Source: an optimization exercise on an open RTL-to-GDS flow (aim: small area, a short achievable clock period and few clock cycles per item). Production flows keep margins and buffers that such runs may drop.
Function was checked by simulation only, so behaviour that the tests miss may differ from the original.
Power and IR drop assume default switching activity.

Setup of xenon:
## lpc_encoder
module lpc_encoder
(
	input wire ACLK,
	input wire ARESET_N,
	input wire[15:0] TDATA,
	input wire TVALID,
	input wire TLAST,
	input wire TUSER,
	output wire TREADY,
	output wire OUT_VALID,
	output wire OUT_LAST,
	output wire OUT_USER,
	output wire [79:0] OUT_DATA,
	input wire OUT_READY
);
	reg [63:0] data_reg;
	reg [7:0]  pv_reg;
	reg [7:0]  ph_reg;
	reg        user_reg, last_reg;
	reg [1:0]  cnt_reg;
	reg        valid_reg;
	wire       acc   = TVALID & TREADY;
	wire [1:0] slot  = TUSER ? 2'd0 : cnt_reg;
	wire       first = (slot == 2'd0);
	wire [7:0] hi    = TDATA[15:8];
	wire [7:0] lo    = TDATA[7:0];
	always @(posedge ACLK or negedge ARESET_N) begin
		if (~ARESET_N) begin
			cnt_reg   <= 2'd0;
			valid_reg <= 1'b0;
		end else begin
			if (acc)
				cnt_reg <= slot + 2'd1;
			valid_reg <= (acc & (slot == 2'd3)) | (valid_reg & ~OUT_READY);
		end
	end
	always @(posedge ACLK) begin
		if (acc) begin
			case (slot)
				2'd0: begin data_reg[15:0]  <= {lo, hi}; pv_reg[1:0] <= {^lo, ^hi}; end
				2'd1: begin data_reg[31:16] <= {lo, hi}; pv_reg[3:2] <= {^lo, ^hi}; end
				2'd2: begin data_reg[47:32] <= {lo, hi}; pv_reg[5:4] <= {^lo, ^hi}; end
				2'd3: begin data_reg[63:48] <= {lo, hi}; pv_reg[7:6] <= {^lo, ^hi}; end
			endcase
			ph_reg   <= (first ? 8'd0 : ph_reg) ^ hi ^ lo;
			user_reg <= first ? TUSER : user_reg;
			last_reg <= (first ? 1'b0 : last_reg) | TLAST;
		end
	end
	assign TREADY    = ~valid_reg | OUT_READY;
	assign OUT_VALID = valid_reg;
	assign OUT_DATA  = {ph_reg, pv_reg, data_reg};
	assign OUT_USER  = user_reg;
	assign OUT_LAST  = last_reg;
endmodule
For scale: ~140 cells after synthesis, about 85 flip-flops, about 110 I/O pins.
export LEC_CHECK = 0
export CAP_MARGIN = 20
export CORE_MARGIN = 2
export CORE_UTILIZATION = 60
export SETUP_SLACK_MARGIN = 2.7
export SLEW_MARGIN = 20
create_clock -name core_clock -period 5.0 [get_ports {ACLK}]
standard.sh (not shown) runs the stock make flow with config.mk's settings and CLKGATE_MAP_FILE= SYNTH_SCRIPT=/design/flow/synth_recipe.tcl, a recipe that flattens the netlist after the stock synthesis.
==> flow/flow/run.sh <==
#!/bin/bash
set -euo pipefail
export BUFFER_PORTS_ARGS="-buffer_cell sky130_fd_sc_hd__buf_1"
bash standard.sh > standard_flow.log 2>&1
Testbench counts of xenon, summed over its fixed seeds: cycles 12,808, items 3,200.
What zinc does differently from xenon at the input level:
Settings: SETUP_SLACK_MARGIN changed from 2.7 to 2.9; CORE_UTILIZATION changed from 60 to 65.
==> flow/flow/run.sh <==
#!/bin/bash
set -euo pipefail
export BUFFER_PORTS_ARGS="-buffer_cell sky130_fd_sc_hd__buf_1"
export CTS_ARGS="-sink_clustering_enable -repair_clock_nets -dont_use_dummy_load -sink_clustering_size 30 -sink_clustering_max_diameter 120"
bash standard.sh > standard_flow.log 2>&1
STATUS placeable core area: zinc wins against xenon. xenon leaves less setup margin than zinc. Part of the power in combinational logic: higher on zinc. Between xenon and zinc, the total power of the final layout is lower for zinc.
[inputs] maple vs zinc
Settings: changing SETUP_SLACK_MARGIN from 2.9 to 3.2; changing CORE_UTILIZATION from 65 to 40.
==> flow/run.sh (new file) <==
#!/bin/bash
# synth_recipe.tcl (not shown) runs the flow's synth.tcl, then flattens the netlist and writes it again
# the make line also repeats each setting of config.mk as NAME=value (left out here)
make -C /OpenROAD-flow-scripts/flow DESIGN_CONFIG=/design/flow/config.mk WORK_HOME=/design/flow/orfs CLKGATE_MAP_FILE= SYNTH_SCRIPT=/design/flow/synth_recipe.tcl finish
removed: flow/flow/run.sh
removed: flow/standard.sh
### Flow results
- STATUS pre-CTS setup slack: maple loses against zinc
- maple vs zinc, starting utilization of the core area went down by 27 points.
- Routability congestion estimate went up by a few percent going from zinc to maple.
- Against zinc, overall die area in maple came out worse.
- Delta (maple minus zinc): via count of the first global-routing pass went down 19, shortest clock period the worst path allows after layout held.
- The part of the cycle the worst path needs of maple and that of zinc are within noise of each other.
- Between zinc and maple, the difference in number of distinct library cell variants in the gate-level netlist after synthesis is negligible.
- Detailed route, maple vs zinc: via total higher for maple
- Maximum frequency of maple is on par with zinc.
### maple -> umber
Settings: CTS_BUF_LIST: unset -> sky130_fd_sc_hd__clkbuf_16; CTS_CLUSTER_SIZE: unset -> 50; CORE_UTILIZATION: 40 -> 65; CTS_CLUSTER_DIAMETER: unset -> 200; SETUP_SLACK_MARGIN: 3.2 -> 2.9.
==> flow/flow/run.sh (new file) <==
#!/bin/bash
set -euo pipefail
export BUFFER_PORTS_ARGS="-buffer_cell sky130_fd_sc_hd__buf_1"
bash standard.sh > standard_flow.log 2>&1
==> flow/standard.sh (new file) <==
#!/bin/bash
# synth_recipe.tcl (not shown) runs the flow's synth.tcl, then flattens the netlist and writes it again
# the make line also repeats each setting of config.mk as NAME=value (left out here)
make -C /OpenROAD-flow-scripts/flow DESIGN_CONFIG=/design/flow/config.mk WORK_HOME=/design/flow/orfs CLKGATE_MAP_FILE= SYNTH_SCRIPT=/design/flow/synth_recipe.tcl "${@:-finish}"
removed: flow/run.sh
Notes after the runs:
- maple | status: complete | timing, DRC, antenna: pass
- umber finished end to end and its layout was clean on timing, DRC and antenna.
- umber vs. maple: number of standard-cell rows in the floorplan dropped about 23%, worst hold slack fell by 0.069 ns, sum of internal, switching and leakage power lower, proportion of cell area occupied by multi-input gates decreased 0.56 points, placed instance count shows a reduction of 47.
Input-level comparison between pepper and umber:
Settings: CTS_BUF_LIST removed (was sky130_fd_sc_hd__clkbuf_16); CORE_UTILIZATION changed from 65 to 60; CTS_CLUSTER_DIAMETER removed (was 200); CTS_CLUSTER_SIZE removed (was 50).
### Flow results
- Delta(synthesis-to-layout area growth, pepper - umber) < 0
- [diff] cell leakage power, pepper relative to umber: improvement
- Comparing fraction of power consumed by sequential logic for pepper and umber, the bigger number came from pepper.
- Summary of the comparison: die width is higher in pepper, relative to umber.
- Diff umber -> pepper: routed wirelength normalized by instance count now smaller, routed wire length now smaller, flop and latch count out of synthesis comparable, combinational share of power now larger, total count of max-transition violations in the final report comparable.
--- input diff pepper..onyx ---
Settings: CORE_UTILIZATION changed from 60 to 40; SETUP_SLACK_MARGIN removed (was 2.9).
==> flow/run.sh (new file) <==
#!/bin/bash
# synth_recipe.tcl (not shown) runs the flow's synth.tcl, then flattens the netlist and writes it again
# the make line also repeats each setting of config.mk as NAME=value (left out here)
make -C /OpenROAD-flow-scripts/flow DESIGN_CONFIG=/design/flow/config.mk WORK_HOME=/design/flow/orfs CLKGATE_MAP_FILE= SYNTH_SCRIPT=/design/flow/synth_recipe.tcl finish
removed: flow/flow/run.sh
removed: flow/standard.sh
==> results.txt <==
Having completed the whole flow, onyx delivered a layout that passed the timing, DRC and antenna checks.
Looking at slowest cell on the critical path, the sky130_fd_sc_hd__clkdlybuf4s50_1 result is from onyx; the sky130_fd_sc_hd__nand2b_4 one comes from pepper.
onyx -> pepper: initial antenna violation count delta 0, exact match
NOTE count of plain and timing-repair buffers pepper->onyx decreased slightly
From pepper to onyx the numbers moved as follows: clock network fraction of design power has increased, cell count has increased.
Sum of routed wire length over all layers delta (onyx − pepper): unfavourable
Compared with pepper, onyx degrades area of all placed cells without fillers.
Compared to pepper, onyx was floorplanned on a bigger die.
Vias: onyx below pepper

## afterwards: timing with drivers on the ports
How much do the figures lean on ideal ports? The routed layouts below were timed once more, with nothing changed but the port constraints. Step 1 assumes that a clkbuf_16 drives the clock port and a buf_2 every other input. Step 2 moves the port delays by t, midway between the first and last clock arrival at a register: inputs arrive t later, outputs are due t later. That takes back most of the time a late clock gives input paths. a / b / c = ideal / step 1 / step 2; a / b = the first two.
| run | shift t [ns] | setup WS [ns] | latest minus earliest clock arrival (ns) |
|---|---|---|---|
| xenon | 0.357 | 2.645 / 2.623 / 2.581 | 0.004 / 0.004 |
| zinc | 0.357 | 2.666 / 2.640 / 2.640 | 0.013 / 0.012 |
| maple | 0.370 | 2.664 / 2.633 / 2.633 | 0.009 / 0.010 |
| umber | 0.348 | 2.667 / 2.641 / 2.641 | 0.006 / 0.006 |
| pepper | 0.359 | 2.674 / 2.650 / 2.650 | 0.010 / 0.010 |
| onyx | 0.376 | 1.879 / 1.853 / 1.853 | 0.012 / 0.013 |
After both steps every run listed still meets setup and hold. For xenon, which loses most, drivers alone change the setup slack by -0.022 ns; drivers and shift together by -0.064 ns.
